Background: an optimization exercise with open tools, aiming at a short achievable clock period and few clock cycles. Do not read the settings as production practice.
In this exercise RTL edits were held to simulation tests only and were not proved equivalent to the original.
No run shown here takes its clock network from TritonCTS; it comes from the design's own scripts or RTL.
The clock input has no modelled driver; a real chip could not lean on it and would need a root buffer or a full tree.
Power figures rest on the tool's default switching activity, not on a simulated workload.

==> design.v <==
`timescale 1ns / 1ps
module cpu_top (
    input wire clk,
    input wire rst,
    output wire [15:0] mem_addr,
    input wire [7:0] mem_rdata,
    output wire [7:0] mem_wdata,
    output wire mem_we,
    output wire [7:0] out_value,
    output wire halted
);
    reg [15:0] ma;        
    reg [15:0] pc;        
    reg [15:0] pa;        
    reg [7:0]  wd;        
    reg [7:0]  dr;        
    reg [7:0]  dh;        
    reg [7:0]  m0;
    reg [7:0]  a, b, c;
    reg [7:0]  outr;
    reg        we;
    reg        hlt;        
    reg        frz;        
    reg        first;
    reg        st_boot, st_op, st_aft, st_lo, st_data, bub, pb;    
    reg        pend;                      
    reg        k_sta;                     
    reg        w_b, w_c, w_a;             
    reg sel_c;                                    
    reg a_add, a_and, a_xor, a_or, a_mov, a_cma, a_shl, a_shr;
    reg y_x, y_inv, y_cin;                        
    reg b_inc, b_dec, b_fa, b_fc;
    reg c_inc, c_dec, c_fa, c_fb;
    assign mem_addr  = ma;
    assign mem_wdata = wd;
    assign mem_we    = we;
    assign out_value = outr;
    assign halted    = hlt;
    wire [7:0] d = mem_rdata;
    wire [7:0] drx = pb ? dh : dr;
    wire dr_mvi_a = drx == 8'h3E;
    wire dr_mvi_b = drx == 8'h06;
    wire dr_mvi_c = drx == 8'h0E;
    wire dr_lda   = drx == 8'h3A;
    wire dr_sta   = drx == 8'h32;
    wire dr_jmp   = drx == 8'hC3;
    wire dr_multi = dr_mvi_a | dr_mvi_b | dr_mvi_c | dr_lda | dr_sta | dr_jmp;
    wire dr_rd_a  = drx == 8'h80 || drx == 8'h81 || drx == 8'h90 || drx == 8'h91 ||
                    drx == 8'hA0 || drx == 8'hA1 || drx == 8'hA8 || drx == 8'hA9 ||
                    drx == 8'hB0 || drx == 8'hB1 || drx == 8'h47 || drx == 8'h4F ||
                    drx == 8'h3C || drx == 8'h3D || drx == 8'h2F || drx == 8'h17 ||
                    drx == 8'h1F;
    wire dr_wr_a  = drx == 8'h78 || drx == 8'h79;   
    wire run     = ~frz;
    wire adv     = run & ~bub;                      
    wire byte_op = st_op | (st_aft & ~dr_multi);    
    wire dec1    = st_aft & ~dr_multi;              
    wire opnd1   = st_aft & dr_multi;               
    wire is_hlt  = adv & byte_op & (d == 8'h76);    
    wire ld_lo   = st_lo & ~k_sta;                  
    wire resolve = adv & pend & ((dec1 & dr_rd_a) | (opnd1 & dr_sta));
    wire ex = ~bub;
    wire [7:0] ao  = pb ? dr : a;                   
    wire [7:0] x   = sel_c ? c : b;
    wire [7:0] y   = (x & {8{y_x}}) ^ {8{y_inv}};
    wire [7:0] sum = ao + y + {7'b0, y_cin};
    wire [7:0] a_n = ({8{a_add}} & sum)
                   | ({8{a_and}} & (ao & x))
                   | ({8{a_xor}} & (ao ^ x))
                   | ({8{a_or}}  & (ao | x))
                   | ({8{a_mov}} & x)
                   | ({8{a_cma}} & ~ao)
                   | ({8{a_shl}} & {ao[6:0], 1'b0})
                   | ({8{a_shr}} & {1'b0, ao[7:1]});
    wire a_w = ex & (a_add | a_and | a_xor | a_or | a_mov | a_cma | a_shl | a_shr);
    wire [7:0] b_id = b + (b_inc ? 8'h01 : 8'hFF);
    wire [7:0] c_id = c + (c_inc ? 8'h01 : 8'hFF);
    wire [7:0] b_n = (b_inc | b_dec) ? b_id : (b_fa ? ao : c);
    wire [7:0] c_n = (c_inc | c_dec) ? c_id : (c_fa ? ao : b);
    wire b_w = ex & (b_inc | b_dec | b_fa | b_fc);
    wire c_w = ex & (c_inc | c_dec | c_fa | c_fb);
    wire [15:0] pc_inc = pc + 16'd1;
    wire jmp   = adv & opnd1 & dr_jmp;
    wire sta_a = adv & st_lo & k_sta;               
    wire hold  = st_boot | st_data | bub;           
    wire [15:0] ma_o = resolve ? pa :
                       hold    ? pc : pc_inc;
    always @(posedge clk or posedge rst) begin
        if (rst) begin
            ma <= 16'h0000;
            pc <= 16'h0000;
        end else begin
            ma[7:0]  <= sta_a ? d : (jmp ? m0 : ma_o[7:0]);
            ma[15:8] <= jmp ? d : (sta_a ? drx : ma_o[15:8]);
            pc[7:0]  <= jmp ? m0 : ((hold | ~adv) ? pc[7:0] : pc_inc[7:0]);
            pc[15:8] <= jmp ? d : ((hold | ~adv) ? pc[15:8] : pc_inc[15:8]);
        end
    end
    always @(posedge clk) begin
        if (st_boot) begin
            a <= 8'h00; b <= 8'h00; c <= 8'h00;
        end else begin
            if (a_w) a <= a_n;
            else if (w_a | pb) a <= dr;
            if (w_b) b <= dr;
            else if (b_w) b <= b_n;
            if (w_c) c <= dr;
            else if (c_w) c <= c_n;
        end
        if (adv && ld_lo) pa <= {drx, d};
        wd <= ao;
        dr <= d;
        if (bub) dh <= dr;
        if (first) m0 <= d;
    end
    always @(posedge clk or posedge rst) begin
        if (rst) begin
            outr <= 8'h00;
            {sel_c, a_add, a_and, a_xor, a_or, a_mov, a_cma, a_shl, a_shr} <= 9'b0;
            {y_x, y_inv, y_cin} <= 3'b0;
            {b_inc, b_dec, b_fa, b_fc, c_inc, c_dec, c_fa, c_fb} <= 8'b0;
            we <= 1'b0; hlt <= 1'b0; frz <= 1'b0; first <= 1'b0;
            st_boot <= 1'b1; st_op <= 1'b0; st_aft <= 1'b0; st_lo <= 1'b0; st_data <= 1'b0;
            bub <= 1'b0; pb <= 1'b0; pend <= 1'b0; k_sta <= 1'b0;
            w_a <= 1'b0; w_b <= 1'b0; w_c <= 1'b0;
        end else begin
            if (ex && b_inc) outr <= b_id;
            if (!bub) begin
                sel_c <= drx[0] | (drx == 8'h48);
                a_add <= run && dec1 && (drx == 8'h80 || drx == 8'h81 || drx == 8'h90 || drx == 8'h91 ||
                                         drx == 8'h3C || drx == 8'h3D);
                y_x   <= drx[7];
                y_inv <= (drx[7] & drx[4]) | (drx == 8'h3D);
                y_cin <= (drx[7] & drx[4]) | (drx == 8'h3C);
                a_and <= run && dec1 && (drx == 8'hA0 || drx == 8'hA1);
                a_xor <= run && dec1 && (drx == 8'hA8 || drx == 8'hA9);
                a_or  <= run && dec1 && (drx == 8'hB0 || drx == 8'hB1);
                a_mov <= run && dec1 && (drx == 8'h78 || drx == 8'h79);
                a_cma <= run && dec1 && (drx == 8'h2F);
                a_shl <= run && dec1 && (drx == 8'h17);
                a_shr <= run && dec1 && (drx == 8'h1F);
                b_inc <= run && dec1 && (drx == 8'h04);
                b_dec <= run && dec1 && (drx == 8'h05);
                b_fa  <= run && dec1 && (drx == 8'h47);
                b_fc  <= run && dec1 && (drx == 8'h41);
                c_inc <= run && dec1 && (drx == 8'h0C);
                c_dec <= run && dec1 && (drx == 8'h0D);
                c_fa  <= run && dec1 && (drx == 8'h4F);
                c_fb  <= run && dec1 && (drx == 8'h48);
            end
            if (bub) pend <= 1'b0;
            else if (adv) begin
                if (ld_lo) pend <= 1'b1;
                else if ((dec1 & dr_wr_a) | (opnd1 & dr_mvi_a)) pend <= 1'b0;
            end
            bub <= resolve;
            pb  <= bub;
            first <= st_boot;
            frz <= frz | is_hlt;
            hlt <= frz | (is_hlt & ~(st_aft & drx == 8'h04));
            if (adv) begin
                we <= st_lo & k_sta;
                if (opnd1) k_sta <= dr_sta;
                w_a <= opnd1 & dr_mvi_a;
                w_b <= opnd1 & dr_mvi_b;
                w_c <= opnd1 & dr_mvi_c;
                st_boot <= 1'b0;
                st_op   <= st_boot | (opnd1 & ~(dr_lda | dr_sta)) | st_data | ld_lo;
                st_aft  <= byte_op;
                st_lo   <= opnd1 & (dr_lda | dr_sta);
                st_data <= st_lo & k_sta;
            end else begin
                we <= 1'b0;
                w_a <= 1'b0; w_b <= 1'b0; w_c <= 1'b0;
            end
        end
    end
endmodule
==> flow/run.sh <==
#!/bin/bash
set -euo pipefail
source flow/settings.sh
bash standard.sh synth > synth.log 2>&1
bash standard.sh SETUP_SLACK_MARGIN=$MARGIN place > place.log 2>&1
bash standard.sh SETUP_SLACK_MARGIN=$MARGIN CLK_NBUF=$CLK_NBUF CLK_BUFCELL=$CLK_BUFCELL CLK_INV1=${CLK_INV1:-} CLK_INV2=${CLK_INV2:-} \
  RUN_SCRIPT=$PWD/flow/cts.tcl RUN_LOG_NAME_STEM=4_1_cts run > cts.log 2>&1
bash standard.sh SETUP_SLACK_MARGIN=$MARGIN do-4_cts do-route > route.log 2>&1
bash standard.sh SETUP_SLACK_MARGIN=$MARGIN finish > finish.log 2>&1
==> flow/cts.tcl <==
# Clock tree of one level: the clock port drives NBUF clock buffers (or
# pairs of inverters), each placed at the middle of a balanced group of the
# registers it clocks. Then
# the usual post-CTS legalisation and timing repair, as ORFS's cts.tcl does.
utl::set_metrics_stage "cts__{}"
source $::env(SCRIPTS_DIR)/load.tcl
erase_non_stage_variables cts
load_design 3_place.odb 3_place.sdc

set nbuf $::env(CLK_NBUF)
set bufcell $::env(CLK_BUFCELL)
set block [ord::get_db_block]
set clknet [$block findNet clk]

# clock sinks with their locations
set sinks {}
foreach it [$clknet getITerms] {
  set inst [$it getInst]
  set bb [$inst getBBox]
  set x [expr {([$bb xMin] + [$bb xMax]) / 2}]
  set y [expr {([$bb yMin] + [$bb yMax]) / 2}]
  lappend sinks [list $x $y [$inst getName] [[$it getMTerm] getName]]
}
puts "clock sinks: [llength $sinks]"

# split into nbuf groups of equal size: by x into columns, then by y
proc split_groups {items n axis} {
  if {$n <= 1} { return [list $items] }
  set s [lsort -integer -index $axis $items]
  set n1 [expr {$n / 2}]
  set k [expr {([llength $s] * $n1 + $n / 2) / $n}]
  set na [expr {1 - $axis}]
  return [concat [split_groups [lrange $s 0 [expr {$k - 1}]] $n1 $na] \
                 [split_groups [lrange $s $k end] [expr {$n - $n1}] $na]]
}
set groups [split_groups $sinks $nbuf 0]

set i 0
foreach g $groups {
  set sx 0; set sy 0
  foreach s $g { incr sx [lindex $s 0]; incr sy [lindex $s 1] }
  set cx [expr {$sx / [llength $g]}]
  set cy [expr {$sy / [llength $g]}]
  set bname "clkbuf_one_$i"
  set nname "clknet_one_$i"
  set net [odb::dbNet_create $block $nname]
  $net setSigType CLOCK
  if {$bufcell eq "inv"} {
    # two inverters in a row: a small one at the port's side, a big one
    # driving the group
    set i1 [odb::dbInst_create $block [[ord::get_db] findMaster $::env(CLK_INV1)] "clkinv_one_a$i"]
    set i2 [odb::dbInst_create $block [[ord::get_db] findMaster $::env(CLK_INV2)] "clkinv_one_b$i"]
    set mid [odb::dbNet_create $block "clknet_mid_$i"]
    $mid setSigType CLOCK
    [$i1 findITerm A] connect $clknet
    [$i1 findITerm Y] connect $mid
    [$i2 findITerm A] connect $mid
    [$i2 findITerm Y] connect $net
    set placed [list $i1 $i2]
  } else {
    set inst [odb::dbInst_create $block [[ord::get_db] findMaster $bufcell] $bname]
    [$inst findITerm A] connect $clknet
    [$inst findITerm X] connect $net
    set placed [list $inst]
  }
  foreach s $g {
    set it [[$block findInst [lindex $s 2]] findITerm [lindex $s 3]]
    $it disconnect
    $it connect $net
  }
  foreach inst $placed {
    $inst setLocation $cx $cy
    $inst setPlacementStatus PLACED
  }
  puts "group $i: [llength $g] sinks, buffer at $cx $cy"
  incr i
}
$clknet setSigType CLOCK

# Move each output port's buffer next to the register that drives it, so the
# register drives a short wire and the buffer drives the long one to the pin.
foreach port [get_ports -filter "direction==output"] {
  set pname [get_full_name $port]
  set drv [get_pins -of_objects [get_nets $pname] -filter "direction==output"]
  if {[llength $drv] != 1} { continue }
  set buf [get_cells -of_objects $drv]
  set in [get_pins -of_objects $buf -filter "direction==input"]
  set src [get_pins -of_objects [get_nets -of_objects $in] -filter "direction==output"]
  if {[llength $src] != 1} { continue }
  set ff [sta::sta_to_db_inst [get_cells -of_objects $src]]
  set bi [sta::sta_to_db_inst $buf]
  set loc [$ff getLocation]
  $bi setLocation [lindex $loc 0] [lindex $loc 1]
  puts "moved [$bi getName] next to [$ff getName] for $pname"
}

set_propagated_clock [all_clocks]
log_cmd estimate_parasitics -placement

set_placement_padding -global \
  -left $::env(CELL_PAD_IN_SITES_DETAIL_PLACEMENT) \
  -right $::env(CELL_PAD_IN_SITES_DETAIL_PLACEMENT)
detailed_placement
log_cmd estimate_parasitics -placement
report_clock_latency
set_dont_use $::env(DONT_USE_CELLS)

repair_timing_helper
detailed_placement
check_placement -verbose
report_clock_latency
report_worst_slack -max
report_worst_slack -min

report_metrics 4 "cts final"
orfs_write_db $::env(RESULTS_DIR)/4_1_cts.odb
orfs_write_sdc $::env(RESULTS_DIR)/4_cts.sdc
==> flow/settings.sh <==
MARGIN=8.4
CLK_NBUF=4
CLK_BUFCELL=inv
CLK_INV1=sky130_fd_sc_hd__clkinv_8
CLK_INV2=sky130_fd_sc_hd__clkinv_16
==> standard.sh <==
#!/bin/bash
# synth_recipe.tcl (not shown) runs the flow's synth.tcl, then flattens the netlist and writes it again
# the make line also repeats each setting of config.mk as NAME=value (left out here)
make -C /OpenROAD-flow-scripts/flow DESIGN_CONFIG=/design/flow/config.mk WORK_HOME=/design/flow/orfs CLKGATE_MAP_FILE= SYNTH_SCRIPT=/design/flow/synth_recipe.tcl "${@:-finish}"
==> config.mk <==
export PLATFORM = sky130hd
export DESIGN_NAME = cpu_top
export DESIGN_NICKNAME = cpu_top
export VERILOG_FILES = /design/flow/design.v
export SDC_FILE = /design/flow/constraint.sdc
export NUM_CORES = 4
export LEC_CHECK = 0
export ABC_CLOCK_PERIOD_IN_PS = 2500
export CAP_MARGIN = 20
export CORE_MARGIN = 2
export CORE_UTILIZATION = 60
export SLEW_MARGIN = 20
export SYNTH_MEMORY_MAX_BITS = 262144
==> constraint.sdc <==
create_clock -name core_clock -period 11.0 [get_ports {clk}]
set_input_delay 2.2000 -clock core_clock [delete_from_list [all_inputs] [get_ports {clk}]]
set_output_delay 2.2000 -clock core_clock [all_outputs]
set_load 0.01 [all_outputs]
==> impl_metrics.tcl, run 1 <==
set metrics [dict create \
    worstHoldPathType "reg -> reg" \
    layout_worst_path_cycle_share 0.261 \
    final.setup_skew_ns 0.0131 \
    timing.final.ws_setup_ns 8.12 \
    crit_buf_inv 1 \
    first_iter_violations 886 \
    post-route-min-period_ns 2.88 \
    asyncSetResetFlopFracSynth 0.514 \
    fp.dieH_um 123 \
    synth_cell_type_count 72 \
    holdPathEnd "outr[5]" \
    startpoint_type "flop" \
    sequential_share_of_the_synthesized_area 0.431 \
    start_util 0.613 \
    worst-path-stages 1 \
    synthesis.nets 953 \
    irDropWorstVdd_v 0.000102 \
    synth_area_um2 8510 \
    pin_count_of_the_biggest_net_entering_global_routing 43 \
    finalMaxSlewViolations 0 \
    post_synth.cell_area_avg_um2 9.41 \
    drive_above_1_share 0.215 \
    dr_total_vias 7442 \
    timing.hold.worst_path_depth 2 \
    synth_flop_cell "sky130_fd_sc_hd__dfrtp_1" \
    port-buffer-count 43 \
    layout.nets 997 \
    max_freq_mhz 348 \
    fp.dieArea_um2 15100 \
    maxCapViolCount 0 \
    required_time_of_the_critical_path_ns 8.80 \
    worstPathCellList "buf_6" \
    unrepaired_setup_endpoints_after_global_routing "true" \
    synth-warning-count 1 \
    timing.rr.end "a[6]" \
    placeableCoreArea_um2 13900 \
    setup_viol 0 \
    clk_transition_reported_paths_ns 0.08 \
    routed_length_per_instance_um 22.8 \
    grt_pass1_vias 7009 \
    grt_pass1_wl_um 38700 \
    cp_slowest_stage_delay_ns 0.40 \
    area_delta_synth_final_pct 18.0 \
    routed_wl_um 25700 \
    worst_slew_margin_rel 0.272 \
    largest_fanout_on_the_critical_path 1 \
    timing_hold_violations_final 0 \
    avgViaCountPerCell 6.61 \
    cellPowerDensity_nw_per_um2 139 \
    overflow 0 \
    ant_nets 0 \
    reg2reg_from "sel_c" \
    rows 43 \
    timing.reg2reg.worst_path_depth 13 \
    fillCellCount 1018 \
    globalRouteTotalUtil 0.328 \
    outcome "complete, no violations" \
    drc_errors 0 \
    worst_path_max_delay_cell "sky130_fd_sc_hd__dfrtp_1" \
    hpwlAfterDp_um 16500 \
    place_ws_ns 7.41 \
    antenna_violations_before_repair 0 \
    clk_latency_ns 0.15 \
    timing.critical_path.to_type "output port" \
    timing.critical_path.arrival_ns 0.68 \
    critical-path-top-delay-family "flip-flops" \
    yosys_register_bits 148 \
    drt-pass1-iter-count 5 \
    gp_congestion 0.906 \
    gate_count_of_the_mapped_netlist 904 \
    die_span_x_um 123 \
    worst_pin_slew_ns 1.09 \
    leakagePower_uw 0.00410 \
    boundaryPins 44 \
    final.setup.tns_ns 0 \
    register_to_register_path_setup_slack_ns 8.22 \
    critical_path_class "reg -> out" \
    antenna_cells 0 \
    min_delay_src "outr[5]" \
    synth_enable_flop_cells 32 \
]
-- worst max-delay path by stage --
| stage | start | endpoint | slack, ns |
|---|---|---|---|
| 2_1_floorplan | rst | a_add | 7.95 |
| 3_3_place_gp | rst | pb | 7.42 |
| 3_5_place_dp | rst | pb | 7.41 |
| 4_1_cts | outr[2] | out_value[2] | 8.11 |
| 5_1_grt | sel_c | a[6] | 8.08 |
| 6_report | ma[11] | mem_addr[11] | 8.12 |
-- power by group --
group          internal [uW]  switching [uW]
Clock                   49.2             187
Combinational            219             255
Sequential               622            67.4
Total                    890             509
-- synthesized netlist by cell type (all sizes together) (3+ instances only) --
library cell    n  area (um^2)
a311oi          6         52.6
o31ai           7         52.6
a21o           12         90.1
or2             4         25.0
xnor2          38          333
nor2           72          270
inv            37          139
nand2         124          465
buf            10         92.6
a31oi           3         18.8
edfxtp         32          961
or3b            3         28.8
nand3          21          110
fa              4         80.1
and2            7         45.1
o221ai          8         70.1
o21ai          52          260
nand2b          6         37.5
a21oi          55          275
a211oi         16          133
nor4            3         25.0
nor2b           4         25.0
o21bai          5         37.5
mux2i          31          318
nand4          16          100
o211ai         13          108
mux2           19          214
a32o            4         40.0
or3             5         31.3
ha             35          438
dfxtp          40          801
and3            3         18.8
a22o            9         78.8
xor2           18          158
a22oi           3         22.5
a2111oi         6         52.6
a222oi          6         60.1
a221oi          6         52.6
nand3b          5         37.5
dfrtp          75         1880
nor3           17         90.1
clkbuf         42          158
-- metal layers --
metal	up-vias	track usage	share of wire
met3	49	0.0747	0.11
met4	0	0.0767	0.022
met1	3601	0.482	0.42
li1	3336	-	-
met5	-	0	0
met2	456	0.494	0.44
-- cells by family after synthesis --
kind of cell	Yosys count	synth area share
XOR/XNOR	56	0.0576
AO/OA/AOI/OAI	224	0.180
AND/OR/NAND/NOR	298	0.162
multiplexers	50	0.0625
flip-flops	148	0.431
adder cells (fa/ha/maj)	39	0.0609
buffers and inverters	89	0.0457
-- state kept, by name, summed over array words and instances, names as in the netlist, 8 cells and up --
register and count:
wd 8, outr 8, m0 8, a 8, dr 8, b 8, pc 16, c 8
pa 16, ma 16, dh 8
-- layout by cell type, fill, tap and decap left out, types with 6 or more instances in the layout --
cell type	Yosys	final
sky130_fd_sc_hd__nand2_1	124	121
sky130_fd_sc_hd__dfrtp_1	75	70
sky130_fd_sc_hd__nor2_1	72	65
sky130_fd_sc_hd__a21oi_1	55	53
sky130_fd_sc_hd__o21ai_0	41	38
sky130_fd_sc_hd__xnor2_1	38	36
sky130_fd_sc_hd__ha_1	35	33
sky130_fd_sc_hd__edfxtp_1	32	32
sky130_fd_sc_hd__dfxtp_1	40	30
sky130_fd_sc_hd__buf_6	5	28
sky130_fd_sc_hd__buf_4	0	26
sky130_fd_sc_hd__inv_1	32	24
sky130_fd_sc_hd__mux2i_1	29	20
sky130_fd_sc_hd__nand3_1	20	18
sky130_fd_sc_hd__xor2_1	18	18
sky130_fd_sc_hd__mux2_2	19	17
sky130_fd_sc_hd__nand4_1	16	16
sky130_fd_sc_hd__a211oi_1	15	15
sky130_fd_sc_hd__buf_2	1	14
sky130_fd_sc_hd__nor3_1	16	13
sky130_fd_sc_hd__o21ai_1	11	12
sky130_fd_sc_hd__a21o_1	12	12
sky130_fd_sc_hd__o211ai_1	11	11
sky130_fd_sc_hd__inv_2	5	10
sky130_fd_sc_hd__dfxtp_2	0	10
sky130_fd_sc_hd__a22o_1	9	9
sky130_fd_sc_hd__o221ai_1	8	8
sky130_fd_sc_hd__mux2i_4	0	7
sky130_fd_sc_hd__o31ai_1	7	6
sky130_fd_sc_hd__and2_1	6	6
sky130_fd_sc_hd__a222oi_1	6	6
-- timing repair --
item	CTS	global route
setup endpoints to repair	197	79
buffers inserted	15	13
pin swaps	17	20
hold buffers	0	0
cloned	5	6
gates resized for setup	245	59
-- area by class of cell --
cell class	count	area (um^2)	share of cell area
repair buffers	84	943	0.0940
flip-flops and latches	148	3680	0.367
inverters	45	334	0.0333
well taps	180	225	0.0224
multi-input cells	668	4840	0.482
repair inverters	1	7.51	0.000748
-- metrics by stage --
stage	utilization	std cells	instance area [um^2]	total power, uW	hold WS, ns
floorplan	-	904	8620	976	0.388
global placement	0.652	1079	9050	1110	0.458
detailed placement	0.652	1079	9050	1130	0.467
global route	0.723	1126	10000	1480	0.518
finish	0.723	1126	10000	1400	0.492
Testbench counts, summed over its fixed seeds: cycles 41,727.
==> inputs of run 2 (changes only) <==
--- a/config.mk
+++ b/config.mk
@@ -8,6 +8,6 @@
 export ABC_CLOCK_PERIOD_IN_PS = 2500
 export CAP_MARGIN = 20
 export CORE_MARGIN = 2
-export CORE_UTILIZATION = 60
+export CORE_UTILIZATION = 40
 export SLEW_MARGIN = 20
 export SYNTH_MEMORY_MAX_BITS = 262144
==> run 2 against run 1 <==
  * Still clean on timing, DRC and antenna
  * Routed wire length decreased by 1.7%
  * Register-to-register slack gained 0.10 ns
  * Synthesized cell count unchanged
  * Area after synthesis did not move
  * Clock skew is 0.0021 ns higher
  * Largest cell class unchanged
==> impl_metrics.tcl, run 2 <==
set metrics [dict create \
    max_freq_mhz 347 \
    worst_pin_slew_ns 1.02 \
    worstPathCellList "buf_6" \
    final_core_utilization 0.487 \
    drive_above_1_share 0.216 \
    globalRouteTotalUtil 0.216 \
    count_of_non_filler_cells_in_the_finished_layout 1219 \
    yosysTopAreaCell "sky130_fd_sc_hd__dfrtp_1" \
    drc_errors 0 \
    gate_count_of_the_mapped_netlist 904 \
    synthesis.nets 953 \
    yosys_register_bits 148 \
    avgViaCountPerCell 5.79 \
    grt_pass1_wl_um 38500 \
    fillCellCount 1981 \
    final.setup_skew_ns 0.0152 \
    routed_wl_um 25200 \
    port-buffer-count 43 \
    dr_total_vias 7053 \
    timing.critical_path.arrival_ns 0.68 \
    maxCapViolCount 0 \
    placeableCoreArea_um2 21000 \
    setup_viol 0 \
    largest_registers "ma: 16 flops, pa: 16 flops, pc: 16 flops" \
    multi_input_comb_area_um2 4870 \
    irDropWorstVdd_v 0.0000817 \
    post-route-min-period_ns 2.88 \
    ant_nets 0 \
    rows 53 \
    place_ws_ns 7.30 \
    start_util 0.406 \
    critical-path-top-delay-family "flip-flops" \
    cellPowerDensity_nw_per_um2 137 \
    post_synth.cell_area_avg_um2 9.41 \
    fp.dieH_um 150 \
    clk_transition_reported_paths_ns 0.08 \
    gp_congestion 0.882 \
    synth-warning-count 1 \
    finalMaxSlewViolations 0 \
    pin_count_of_the_biggest_net_entering_global_routing 43 \
    antenna_violations_before_repair 0 \
    drt-pass1-iter-count 7 \
    worst_path_max_delay_cell "sky130_fd_sc_hd__dfrtp_1" \
    synth_enable_flop_cells 32 \
    synth_cell_type_count 72 \
    leakagePower_uw 0.00411 \
    area.sequential_um2 3680 \
    timing.critical_path.to_type "output port" \
    worst_slew_margin_rel 0.320 \
    timing.final.ws_setup_ns 8.12 \
    sequential_share_of_the_synthesized_area 0.431 \
    cp_slowest_stage_delay_ns 0.40 \
    boundaryPins 44 \
    layout_worst_path_cycle_share 0.262 \
    outcome "complete, no violations" \
    final_common_cell "sky130_fd_sc_hd__nand2_1" \
    asyncSetResetFlopFracSynth 0.514 \
    overflow 0 \
    clk_latency_ns 0.15 \
    synth_most_common_cell "sky130_fd_sc_hd__nand2_1" \
    antenna_cells 0 \
    routed_length_per_instance_um 20.7 \
    layout_common_cells "119 x sky130_fd_sc_hd__nand2_1, 70 x sky130_fd_sc_hd__dfrtp_1, 64 x sky130_fd_sc_hd__nor2_1" \
    synth_common_cells "124 x sky130_fd_sc_hd__nand2_1, 75 x sky130_fd_sc_hd__dfrtp_1, 72 x sky130_fd_sc_hd__nor2_1" \
    post_synth_main_area_contributors "sky130_fd_sc_hd__dfrtp_1 22%, sky130_fd_sc_hd__edfxtp_1 11%, sky130_fd_sc_hd__dfxtp_1 9.4%" \
    die_span_x_um 150 \
    largest_fanout_on_the_critical_path 1 \
    layout.nets 995 \
    hpwlAfterDp_um 16100 \
    grt_pass1_vias 6523 \
    startpoint_type "flop" \
    critical_path_class "reg -> out" \
    synth_flop_cell "sky130_fd_sc_hd__dfrtp_1" \
    synth_top_area_share 0.221 \
    first_iter_violations 715 \
    area_delta_synth_final_pct 20.0 \
    place_area_um2 9180 \
    final.setup.tns_ns 0 \
    worstHoldPathType "reg -> reg" \
    dp_cells 1175 \
    required_time_of_the_critical_path_ns 8.80 \
    design_area_um2 10200 \
    fp.dieArea_um2 22500 \
    unrepaired_setup_endpoints_after_global_routing "true" \
    synth_area_um2 8510 \
    crit_buf_inv 1 \
    timing_hold_violations_final 0 \
]
==> run 2: cell counts after synthesis <==
No cell type changed its count.
==> run 2: cell type report <==
type,count,share of cell area
timing repair buffer,84,0.0961
sequential,148,0.361
multi-input combinational,667,0.477
inverter,45,0.0327
tap,275,0.0337
==> run 2: per-layer routing <==
layer  track usage  up-vias  wire, um
met3        0.0165       35      1580
li1              -     3343         -
met5             0        -         0
met2         0.328      260     11100
met4        0.0448        0       604
met1         0.337     3415     11900
==> run 2: final timing paths <==
path	slack, ns	to	depth (start not counted)	startpoint
max in group asynchronous	8.41	st_op	5	rst
min in group asynchronous	2.38	c_inc	4	rst
max	8.12	mem_addr[9]	1	ma[9]
min	0.49	pc[6]	2	m0[6]
max reg2reg	8.32	a[6]	13	sel_c
min reg2reg	0.49	pc[6]	2	m0[6]
==> run 2: through the flow <==
| step | hold slack [ns] | power (uW) |
|---|---|---|
| 3_5_place_dp | 0.472 | 1120 |
| 5_1_grt | 0.527 | 1490 |
| 6_report | 0.485 | 1400 |
| 2_1_floorplan | 0.388 | 976 |
| 3_3_place_gp | 0.463 | 1110 |
==> run 2: logic make-up after synthesis <==
logic type | after synthesis | share of synthesized area
AO/OA/AOI/OAI | 224 | 0.180
XOR/XNOR | 56 | 0.0576
adder cells (fa/ha/maj) | 39 | 0.0609
buffers and inverters | 89 | 0.0457
flip-flops | 148 | 0.431
multiplexers | 50 | 0.0625
AND/OR/NAND/NOR | 298 | 0.162
==> run 2: what timing repair did <==
action | in CTS | in global routing
pin swaps | 17 | 17
cloned | 4 | 4
setup buffers | 13 | 15
gates resized for setup | 266 | 56
hold buffers | 0 | 0
endpoints found under the setup margin | 189 | 126
==> run 2: where the power goes <==
group / switching (uW) / internal, uW
Sequential: 65.9 / 622
Clock: 189 / 49.2
Combinational: 250 / 227
Total: 505 / 898
==> inputs of run 3 (changes only) <==
--- a/flow/cts.tcl
+++ b/flow/cts.tcl
@@ -11,6 +11,29 @@
 set bufcell $::env(CLK_BUFCELL)
 set block [ord::get_db_block]
 set clknet [$block findNet clk]
+
+# Move each output port's buffer, and the register that drives it, next to
+# the port's pin, so that both the register and the buffer drive short wires.
+set core [$block getCoreArea]
+foreach port [get_ports -filter "direction==output"] {
+  set pname [get_full_name $port]
+  set drv [get_pins -of_objects [get_nets $pname] -filter "direction==output"]
+  if {[llength $drv] != 1} { continue }
+  set buf [get_cells -of_objects $drv]
+  set in [get_pins -of_objects $buf -filter "direction==input"]
+  set src [get_pins -of_objects [get_nets -of_objects $in] -filter "direction==output"]
+  if {[llength $src] != 1} { continue }
+  set ff [sta::sta_to_db_inst [get_cells -of_objects $src]]
+  set bi [sta::sta_to_db_inst $buf]
+  set bb [[$block findBTerm $pname] getBBox]
+  set px [expr {([$bb xMin] + [$bb xMax]) / 2}]
+  set py [expr {([$bb yMin] + [$bb yMax]) / 2}]
+  set px [expr {max([$core xMin], min([$core xMax] - 5000, $px))}]
+  set py [expr {max([$core yMin], min([$core yMax] - 3000, $py))}]
+  $bi setLocation $px $py
+  $ff setLocation $px $py
+  puts "moved [$ff getName] and [$bi getName] next to the pin of $pname"
+}
 
 # clock sinks with their locations
 set sinks {}
@@ -77,22 +100,6 @@
 }
 $clknet setSigType CLOCK
 
-# Move each output port's buffer next to the register that drives it, so the
-# register drives a short wire and the buffer drives the long one to the pin.
-foreach port [get_ports -filter "direction==output"] {
-  set pname [get_full_name $port]
-  set drv [get_pins -of_objects [get_nets $pname] -filter "direction==output"]
-  if {[llength $drv] != 1} { continue }
-  set buf [get_cells -of_objects $drv]
-  set in [get_pins -of_objects $buf -filter "direction==input"]
-  set src [get_pins -of_objects [get_nets -of_objects $in] -filter "direction==output"]
-  if {[llength $src] != 1} { continue }
-  set ff [sta::sta_to_db_inst [get_cells -of_objects $src]]
-  set bi [sta::sta_to_db_inst $buf]
-  set loc [$ff getLocation]
-  $bi setLocation [lindex $loc 0] [lindex $loc 1]
-  puts "moved [$bi getName] next to [$ff getName] for $pname"
-}
 
 set_propagated_clock [all_clocks]
 log_cmd estimate_parasitics -placement
==> run 3 against run 2 <==
  * Still clean
  * Final area is 2.3% higher
  * Final cell count rose by 2.5%
  * Routed wire length up 0.77%
  * Power increased by 0.54%
  * Combinational power rose by 1%
  * Fmax is 1.0% lower
  * Worst setup slack got worse by 0.029 ns
  * Hold slack gained 0.0072 ns
  * Area after synthesis stayed put
  * Die area unchanged
  * Synthesized cell count unchanged
  * Sequential share of layout area down 0.78 points
  * Highest routed layer unchanged
==> impl_metrics.tcl, run 3 <==
set metrics [dict create \
    outcome "complete, no violations" \
    die_span_x_um 150 \
    antenna_violations_before_repair 0 \
    cp_slowest_stage_delay_ns 0.23 \
    hold_buffers 0 \
    critical-path-top-delay-family "simple AND/OR/NAND/NOR gates" \
    routed_length_per_instance_um 20.3 \
    largest_registers "ma: 16 flops, pa: 16 flops, pc: 16 flops" \
    placeableCoreArea_um2 21000 \
    layout_common_cells "117 x sky130_fd_sc_hd__nand2_1, 70 x sky130_fd_sc_hd__dfrtp_1, 65 x sky130_fd_sc_hd__nor2_1" \
    leakagePower_uw 0.00426 \
    post_synth.cell_area_avg_um2 9.41 \
    first_iter_violations 695 \
    finalMaxSlewViolations 0 \
    clk_transition_reported_paths_ns 0.08 \
    globalRouteTotalUtil 0.217 \
    grt_pass1_wl_um 38600 \
    drive_above_1_share 0.255 \
    synth_top_area_share 0.221 \
    dr_total_vias 7202 \
    register_to_register_path_setup_slack_ns 8.25 \
    fillCellCount 1951 \
    drt-pass1-iter-count 5 \
    sequential_share_of_the_synthesized_area 0.431 \
    critical_path.startpoint "mem_rdata[3]" \
    synth_enable_flop_cells 32 \
    synth_cell_type_count 72 \
    unrepaired_setup_endpoints_after_global_routing "true" \
    hpwlAfterDp_um 16100 \
    worstPathCellList "buf_12 > and4b_1 > nand4_1 > o21bai_1 > and2_4" \
    post_synth_main_area_contributors "sky130_fd_sc_hd__dfrtp_1 22%, sky130_fd_sc_hd__edfxtp_1 11%, sky130_fd_sc_hd__dfxtp_1 9.4%" \
    start_util 0.406 \
    routed_wl_um 25400 \
    gate_count_of_the_mapped_netlist 904 \
    gp_congestion 0.882 \
    layout_worst_path_cycle_share 0.264 \
    crit_buf_inv 1 \
    final.setup.tns_ns 0 \
    worst-path-stages 5 \
    synth-warning-count 1 \
    largest_fanout_on_the_critical_path 3 \
    post-route-min-period_ns 2.91 \
    port-buffer-count 43 \
    rows 53 \
    worst_slew_margin_rel 0.354 \
    grt_pass1_vias 6552 \
    asyncSetResetFlopFracSynth 0.514 \
    overflow 0 \
    yosys_register_bits 148 \
    max_freq_mhz 344 \
    cellPowerDensity_nw_per_um2 135 \
    final.setup_skew_ns 0.0153 \
    drc_errors 0 \
    final_core_utilization 0.499 \
    reg2reg_from "pb" \
    multi_input_comb_area_um2 4940 \
    boundaryPins 44 \
    timing_hold_violations_final 0 \
    critical_path_class "in -> reg" \
    worst_pin_slew_ns 0.968 \
    ant_nets 0 \
    setup_viol 0 \
    synth_area_um2 8510 \
    capture_point_of_the_worst_path "hlt" \
    timing.rr.end "ma[12]" \
    antenna_cells 0 \
    startpoint_type "primary input" \
    avgViaCountPerCell 5.76 \
    synth_common_cells "124 x sky130_fd_sc_hd__nand2_1, 75 x sky130_fd_sc_hd__dfrtp_1, 72 x sky130_fd_sc_hd__nor2_1" \
    synthesis.nets 953 \
    synth_flop_cell "sky130_fd_sc_hd__dfrtp_1" \
    required_time_of_the_critical_path_ns 11.08 \
    timing.reg2reg.worst_path_depth 11 \
    fp.dieArea_um2 22500 \
    yosysTopAreaCell "sky130_fd_sc_hd__dfrtp_1" \
    timing.critical_path.arrival_ns 2.99 \
    worst_path_max_delay_cell "sky130_fd_sc_hd__and4b_1" \
    synth_most_common_cell "sky130_fd_sc_hd__nand2_1" \
    maxCapViolCount 0 \
    irDropWorstVdd_v 0.0000984 \
    worstHoldPathType "reg -> reg" \
    clk_latency_ns 0.15 \
    final_common_cell "sky130_fd_sc_hd__nand2_1" \
    layout.nets 1026 \
    fp.dieH_um 150 \
    area_delta_synth_final_pct 22.8 \
    area.sequential_um2 3680 \
    pin_count_of_the_biggest_net_entering_global_routing 39 \
    timing.critical_path.to_type "flop" \
]
run 3: cell counts after synthesis:
No cell type changed its count.
run 3: worst register-to-register path, cell delays in order (launching register included):
cell and delay [ns]:
sky130_fd_sc_hd__dfrtp_2 0.49, sky130_fd_sc_hd__clkbuf_16 0.19, sky130_fd_sc_hd__or3_4 0.39, sky130_fd_sc_hd__a211o_1 0.34
sky130_fd_sc_hd__a22o_1 0.23, sky130_fd_sc_hd__o211ai_2 0.08, sky130_fd_sc_hd__o211ai_2 0.14, sky130_fd_sc_hd__buf_12 0.17
sky130_fd_sc_hd__buf_6 0.11, sky130_fd_sc_hd__buf_12 0.12, sky130_fd_sc_hd__mux2i_2 0.14, sky130_fd_sc_hd__o211ai_1 0.24
run 3: how the worst min path moves through the flow:
stage	slack [ns]	from	end	depth (start not counted)
after floorplan	0.39	st_boot	first	0
after global placement	0.46	outr[5]	outr[5]	2
after detailed placement	0.47	m0[3]	pc[3]	2
after CTS	0.50	a[3]	a[3]	2
after global routing	0.53	a[3]	a[3]	2
final	0.49	m0[5]	pc[5]	2
run 3: timing repair:
action	4_1_cts	5_1_grt
setup buffers	25	34
cloned	5	3
pin swaps	23	26
resized for setup	272	62
endpoints found under the setup margin	187	75
run 3: cell families after synthesis:
kind of cell / share of synthesized area
AOI/OAI and AO/OA: 0.180
xor gates and xnor gates: 0.0576
adders and majority gates: 0.0609
buffers and inverters: 0.0457
DFF: 0.431
muxes: 0.0625
and+or+nand+nor: 0.162
run 3: final cells by class:
type | count | area share
Multi-Input combinational cell | 667 | 0.473
Sequential cell | 148 | 0.353
Timing Repair Buffer | 114 | 0.109
Tap cell | 275 | 0.0329
Inverter | 45 | 0.0320
Timing Repair inverter | 1 | 0.000719
run 3: routing by layer:
layer | vias to the layer above | share of wire | GRT usage
met3 | 36 | 0.063 | 0.0229
met5 | - | 0 | 0
li1 | 3394 | - | -
met4 | 0 | 0.022 | 0.0420
met2 | 252 | 0.45 | 0.336
met1 | 3520 | 0.47 | 0.328
run 3: per-stage QoR:
step	instance area (um^2)	instances	setup slack [ns]	hold slack [ns]	total power [uW]
after floorplan	8620	904	7.95	0.388	976
after global placement	9180	1175	7.30	0.463	1110
after detailed placement	9180	1175	7.30	0.472	1120
after global routing	10400	1250	8.05	0.527	1500
final	10400	1250	8.09	0.493	1410
run 3: power by group:
group	switching, uW	internal, uW
sequential	65.0	622
combinational	254	229
clock	191	49.3
==> inputs of run 4 (changes only) <==
==> flow/run.sh (replaced) <==
#!/bin/bash
set -euo pipefail
source flow/settings.sh
bash standard.sh synth > synth.log 2>&1
bash standard.sh SETUP_SLACK_MARGIN=$MARGIN place > place.log 2>&1
bash standard.sh SETUP_SLACK_MARGIN=$MARGIN CLK_NBUF=$CLK_NBUF CLK_BUFCELL=$CLK_BUFCELL CLK_INV1=${CLK_INV1:-} CLK_INV2=${CLK_INV2:-} CLK_FAN=${CLK_FAN:-1} \
  RUN_SCRIPT=$PWD/flow/cts.tcl RUN_LOG_NAME_STEM=4_1_cts run > cts.log 2>&1
bash standard.sh SETUP_SLACK_MARGIN=$MARGIN do-4_cts do-route > route.log 2>&1
bash standard.sh SETUP_SLACK_MARGIN=$MARGIN finish > finish.log 2>&1
==> flow/cts.tcl (replaced) <==
# Clock tree: the clock port drives NBUF clock buffers, or NBUF inverters
# that each drive CLK_FAN inverters; the last cell of each branch sits at the
# middle of a balanced group of the registers it clocks. Then
# the usual post-CTS legalisation and timing repair, as ORFS's cts.tcl does.
utl::set_metrics_stage "cts__{}"
source $::env(SCRIPTS_DIR)/load.tcl
erase_non_stage_variables cts
load_design 3_place.odb 3_place.sdc

set nbuf $::env(CLK_NBUF)
set bufcell $::env(CLK_BUFCELL)
set block [ord::get_db_block]
set clknet [$block findNet clk]

# clock sinks with their locations
set sinks {}
foreach it [$clknet getITerms] {
  set inst [$it getInst]
  set bb [$inst getBBox]
  set x [expr {([$bb xMin] + [$bb xMax]) / 2}]
  set y [expr {([$bb yMin] + [$bb yMax]) / 2}]
  lappend sinks [list $x $y [$inst getName] [[$it getMTerm] getName]]
}
puts "clock sinks: [llength $sinks]"

# split into nbuf groups of equal size: by x into columns, then by y
proc split_groups {items n axis} {
  if {$n <= 1} { return [list $items] }
  set s [lsort -integer -index $axis $items]
  set n1 [expr {$n / 2}]
  set k [expr {([llength $s] * $n1 + $n / 2) / $n}]
  set na [expr {1 - $axis}]
  return [concat [split_groups [lrange $s 0 [expr {$k - 1}]] $n1 $na] \
                 [split_groups [lrange $s $k end] [expr {$n - $n1}] $na]]
}
proc centroid {g} {
  set sx 0; set sy 0
  foreach s $g { incr sx [lindex $s 0]; incr sy [lindex $s 1] }
  return [list [expr {$sx / [llength $g]}] [expr {$sy / [llength $g]}]]
}
proc place_at {inst xy} {
  $inst setLocation [lindex $xy 0] [lindex $xy 1]
  $inst setPlacementStatus PLACED
}
proc clock_net {block name} {
  set net [odb::dbNet_create $block $name]
  $net setSigType CLOCK
  return $net
}
proc hook_sinks {block g net} {
  foreach s $g {
    set it [[$block findInst [lindex $s 2]] findITerm [lindex $s 3]]
    $it disconnect
    $it connect $net
  }
}

if {$bufcell eq "inv"} {
  # the port drives nbuf small inverters; each drives fan big inverters,
  # each of which drives one group of registers
  set fan $::env(CLK_FAN)
  set groups [split_groups $sinks [expr {$nbuf * $fan}] 0]
  for {set i 0} {$i < $nbuf} {incr i} {
    set kids [lrange $groups [expr {$i * $fan}] [expr {$i * $fan + $fan - 1}]]
    set i1 [odb::dbInst_create $block [[ord::get_db] findMaster $::env(CLK_INV1)] "clkinv_one_a$i"]
    set mid [clock_net $block "clknet_mid_$i"]
    [$i1 findITerm A] connect $clknet
    [$i1 findITerm Y] connect $mid
    set sx 0; set sy 0
    set k 0
    foreach g $kids {
      set xy [centroid $g]
      incr sx [lindex $xy 0]; incr sy [lindex $xy 1]
      set i2 [odb::dbInst_create $block [[ord::get_db] findMaster $::env(CLK_INV2)] "clkinv_one_b${i}_$k"]
      set net [clock_net $block "clknet_one_${i}_$k"]
      [$i2 findITerm A] connect $mid
      [$i2 findITerm Y] connect $net
      hook_sinks $block $g $net
      place_at $i2 $xy
      puts "group $i/$k: [llength $g] sinks, inverter at $xy"
      incr k
    }
    place_at $i1 [list [expr {$sx / $fan}] [expr {$sy / $fan}]]
  }
} else {
  set groups [split_groups $sinks $nbuf 0]
  set i 0
  foreach g $groups {
    set inst [odb::dbInst_create $block [[ord::get_db] findMaster $bufcell] "clkbuf_one_$i"]
    set net [clock_net $block "clknet_one_$i"]
    [$inst findITerm A] connect $clknet
    [$inst findITerm X] connect $net
    hook_sinks $block $g $net
    place_at $inst [centroid $g]
    puts "group $i: [llength $g] sinks, buffer at [centroid $g]"
    incr i
  }
}
$clknet setSigType CLOCK

# Move each output port's buffer next to the register that drives it, so the
# register drives a short wire and the buffer drives the long one to the pin.
foreach port [get_ports -filter "direction==output"] {
  set pname [get_full_name $port]
  set drv [get_pins -of_objects [get_nets $pname] -filter "direction==output"]
  if {[llength $drv] != 1} { continue }
  set buf [get_cells -of_objects $drv]
  set in [get_pins -of_objects $buf -filter "direction==input"]
  set src [get_pins -of_objects [get_nets -of_objects $in] -filter "direction==output"]
  if {[llength $src] != 1} { continue }
  set ff [sta::sta_to_db_inst [get_cells -of_objects $src]]
  set bi [sta::sta_to_db_inst $buf]
  set loc [$ff getLocation]
  $bi setLocation [lindex $loc 0] [lindex $loc 1]
  puts "moved [$bi getName] next to [$ff getName] for $pname"
}

set_propagated_clock [all_clocks]
log_cmd estimate_parasitics -placement

set_placement_padding -global \
  -left $::env(CELL_PAD_IN_SITES_DETAIL_PLACEMENT) \
  -right $::env(CELL_PAD_IN_SITES_DETAIL_PLACEMENT)
detailed_placement
log_cmd estimate_parasitics -placement
report_clock_latency
set_dont_use $::env(DONT_USE_CELLS)

repair_timing_helper
detailed_placement
check_placement -verbose
report_clock_latency
report_worst_slack -max
report_worst_slack -min

report_metrics 4 "cts final"
orfs_write_db $::env(RESULTS_DIR)/4_1_cts.odb
orfs_write_sdc $::env(RESULTS_DIR)/4_cts.sdc
==> flow/settings.sh (replaced) <==
MARGIN=8.4
CLK_NBUF=4
CLK_BUFCELL=inv
CLK_FAN=2
CLK_INV1=sky130_fd_sc_hd__clkinv_16
CLK_INV2=sky130_fd_sc_hd__clkinv_16
==> run 4 against run 3 <==
  * Critical path depth did not move
  * Sequential power barely moved
  * Area after synthesis did not move
  * Power rose by 6.4%
  * First-iteration DRC count fell by 5.3%
  * Sequential share of layout area fell by 0.062 points
  * Clock skew fell by 0.0061 ns
  * Global-route usage rose by 0.54 points
  * Routed wire length rose by 3.0%
  * Clock power rose by 41%
  * Highest routed layer unchanged
==> impl_metrics.tcl, run 4 <==
set metrics [dict create \
    finalMaxSlewViolations 0 \
    timing.rr.end "a[6]" \
    total_power_uw 1500 \
    fp.dieH_um 150 \
    asyncSetResetFlopFracSynth 0.514 \
    fp.dieArea_um2 22500 \
    gp_congestion 0.882 \
    yosys_register_bits 148 \
    antenna_violations_before_repair 0 \
    leakagePower_uw 0.00421 \
    first_iter_violations 658 \
    clk_transition_reported_paths_ns 0.05 \
    worstHoldPathType "reg -> reg" \
    sequential_share_of_the_synthesized_area 0.431 \
    worst_path_max_delay_cell "sky130_fd_sc_hd__and4b_1" \
    worst_pin_slew_ns 1.00 \
    placeableCoreArea_um2 21000 \
    critical_path_class "in -> reg" \
    yosysTopAreaCell "sky130_fd_sc_hd__dfrtp_1" \
    setup_viol 0 \
    capture_point_of_the_worst_path "hlt" \
    synth-warning-count 1 \
    routed_wl_um 26200 \
    overflow 0 \
    timing.critical_path.to_type "flop" \
    layout.nets 1005 \
    place_ws_ns 7.30 \
    boundaryPins 44 \
    layout_worst_path_cycle_share 0.267 \
    synthesis.nets 953 \
    timing_hold_violations_final 0 \
    cellPowerDensity_nw_per_um2 143 \
    timing.final.ws_setup_ns 8.07 \
    port-buffer-count 43 \
    gate_count_of_the_mapped_netlist 904 \
    reg2reg_from "sel_c" \
    synth_flop_cell "sky130_fd_sc_hd__dfrtp_1" \
    globalRouteTotalUtil 0.222 \
    final.setup.tns_ns 0 \
    largest_fanout_on_the_critical_path 2 \
    synth_most_common_cell "sky130_fd_sc_hd__nand2_1" \
    drc_errors 0 \
    irDropWorstVdd_v 0.0000782 \
    layout_common_cells "119 x sky130_fd_sc_hd__nand2_1, 70 x sky130_fd_sc_hd__dfrtp_1, 65 x sky130_fd_sc_hd__nor2_1" \
    die_span_x_um 150 \
    dr_total_vias 7182 \
    largest_registers "ma: 16 flops, pa: 16 flops, pc: 16 flops" \
    post_synth_main_area_contributors "sky130_fd_sc_hd__dfrtp_1 22%, sky130_fd_sc_hd__edfxtp_1 11%, sky130_fd_sc_hd__dfxtp_1 9.4%" \
    avgViaCountPerCell 5.84 \
    start_util 0.406 \
    worstPathCellList "buf_12 > and4b_1 > nand4_1 > o21bai_1 > and2_1" \
    final_common_cell "sky130_fd_sc_hd__nand2_1" \
    grt_pass1_wl_um 39500 \
    drt-pass1-iter-count 5 \
    final.setup_skew_ns 0.00916 \
    synth_top_area_share 0.221 \
    post_synth.cell_area_avg_um2 9.41 \
    synth_cell_type_count 72 \
    outcome "complete, no violations" \
    final_core_utilization 0.499 \
    routed_length_per_instance_um 21.3 \
    synth_area_um2 8510 \
    max_freq_mhz 341 \
    area_delta_synth_final_pct 22.9 \
    synth_common_cells "124 x sky130_fd_sc_hd__nand2_1, 75 x sky130_fd_sc_hd__dfrtp_1, 72 x sky130_fd_sc_hd__nor2_1" \
    startpoint_type "primary input" \
    rows 53 \
    critical_path.startpoint "mem_rdata[3]" \
    cp_slowest_stage_delay_ns 0.23 \
    drive_above_1_share 0.221 \
    post-route-min-period_ns 2.93 \
    fillCellCount 1928 \
    timing.critical_path.arrival_ns 3.01 \
    synth_enable_flop_cells 32 \
    worst_slew_margin_rel 0.330 \
    unrepaired_setup_endpoints_after_global_routing "true" \
    ant_nets 0 \
    pin_count_of_the_biggest_net_entering_global_routing 43 \
    clk_latency_ns 0.14 \
    antenna_cells 0 \
    required_time_of_the_critical_path_ns 11.08 \
    timing.reg2reg.worst_path_depth 13 \
    hpwlAfterDp_um 16100 \
    grt_pass1_vias 6661 \
    maxCapViolCount 0 \
    register_to_register_path_setup_slack_ns 8.31 \
]
run 4: cell counts after synthesis:
No cell type changed its count.
run 4: worst min-delay path by stage:
stage                 start  endpoint  slack [ns]  cells past startpoint
global route        outr[6]   outr[6]        0.50                      2
detailed placement    m0[3]     pc[3]        0.47                      2
CTS                   m0[6]     pc[6]        0.48                      2
finish              outr[6]   outr[6]        0.48                      2
floorplan           st_boot     first        0.39                      0
global placement    outr[5]   outr[5]        0.46                      2
run 4: worst max-delay path, delay by kind of cell:
kind | cells | cell delay, ns
and+or+nand+nor | 3 | 0.51
AOI/OAI and AO/OA | 1 | 0.21
buffers and inverters | 1 | 0.10
run 4: cells by family after synthesis:
kind of cell / share of synthesized area
simple gates: 0.162
compound gates: 0.180
flops: 0.431
buf+inv: 0.0457
xor+xnor: 0.0576
mux: 0.0625
fa+ha+maj: 0.0609
run 4: final cells by class:
class | count | area [um^2] | share of cell area
multi-input combinational | 667 | 4820 | 0.461
inverter | 49 | 509 | 0.0487
timing repair inverter | 1 | 7.51 | 0.000718
timing repair buffer | 89 | 1090 | 0.104
tap | 275 | 344 | 0.0329
sequential | 148 | 3680 | 0.352
run 4: power breakdown:
group          switching, uW  total [uW]  internal [uW]
clock network            249         339           89.8
logic                    249         473            224
registers               65.6         688            623
run 4: timing repair:
item,4_1_cts,5_1_grt
endpoints found under the setup margin,186,99
pin swaps,18,21
gates cloned,6,6
buffers inserted,16,14
gates resized for setup,268,48
hold buffers,0,0
run 4: metal layers:
layer | GRT usage | share of wire | vias up
li1 | - | - | 3342
met1 | 0.337 | 0.46 | 3502
met2 | 0.345 | 0.45 | 299
met3 | 0.0216 | 0.070 | 39
met4 | 0.0439 | 0.022 | 0
met5 | 0 | 0 | -
run 4: stage by stage:
stage	std cells	cell area, um^2	hold slack [ns]
after floorplan	904	8620	0.388
after global placement	1175	9180	0.463
after detailed placement	1175	9180	0.472
after global routing	1229	10500	0.503
final	1229	10500	0.475

## afterwards: timing with drivers on the ports
Ports are ideal in the flow. The routed layouts listed here were re-timed in OpenROAD. Step 1: set_driving_cell puts a clkbuf_16 on clk and a buf_2 on each other input, an assumption about the parent block. Step 2 adds t to the input delays and takes it off the output delays; t is the mean of the earliest and latest rising clock arrival at the registers after step 1. Input paths then give back, and output paths get back, about the clock's delay inside the block. Slacks: no drivers / after step 1 / after step 2; pairs: no drivers / after step 1.
| run | t, ns | setup slack, ns | clock arrival spread, ns |
|---|---|---|---|
| run 1 | 0.286 | 8.125 / 7.977 / 7.966 | 0.013 / 0.013 |
| run 2 | 0.293 | 8.121 / 7.967 / 7.967 | 0.016 / 0.016 |
| run 3 | 0.294 | 8.091 / 7.963 / 7.900 | 0.017 / 0.017 |
| run 4 | 0.354 | 8.067 / 7.912 / 7.883 | 0.009 / 0.010 |
After both steps every run listed still meets setup and hold. For run 3, which loses most, drivers alone change the setup slack by -0.128 ns; drivers and shift together by -0.191 ns.
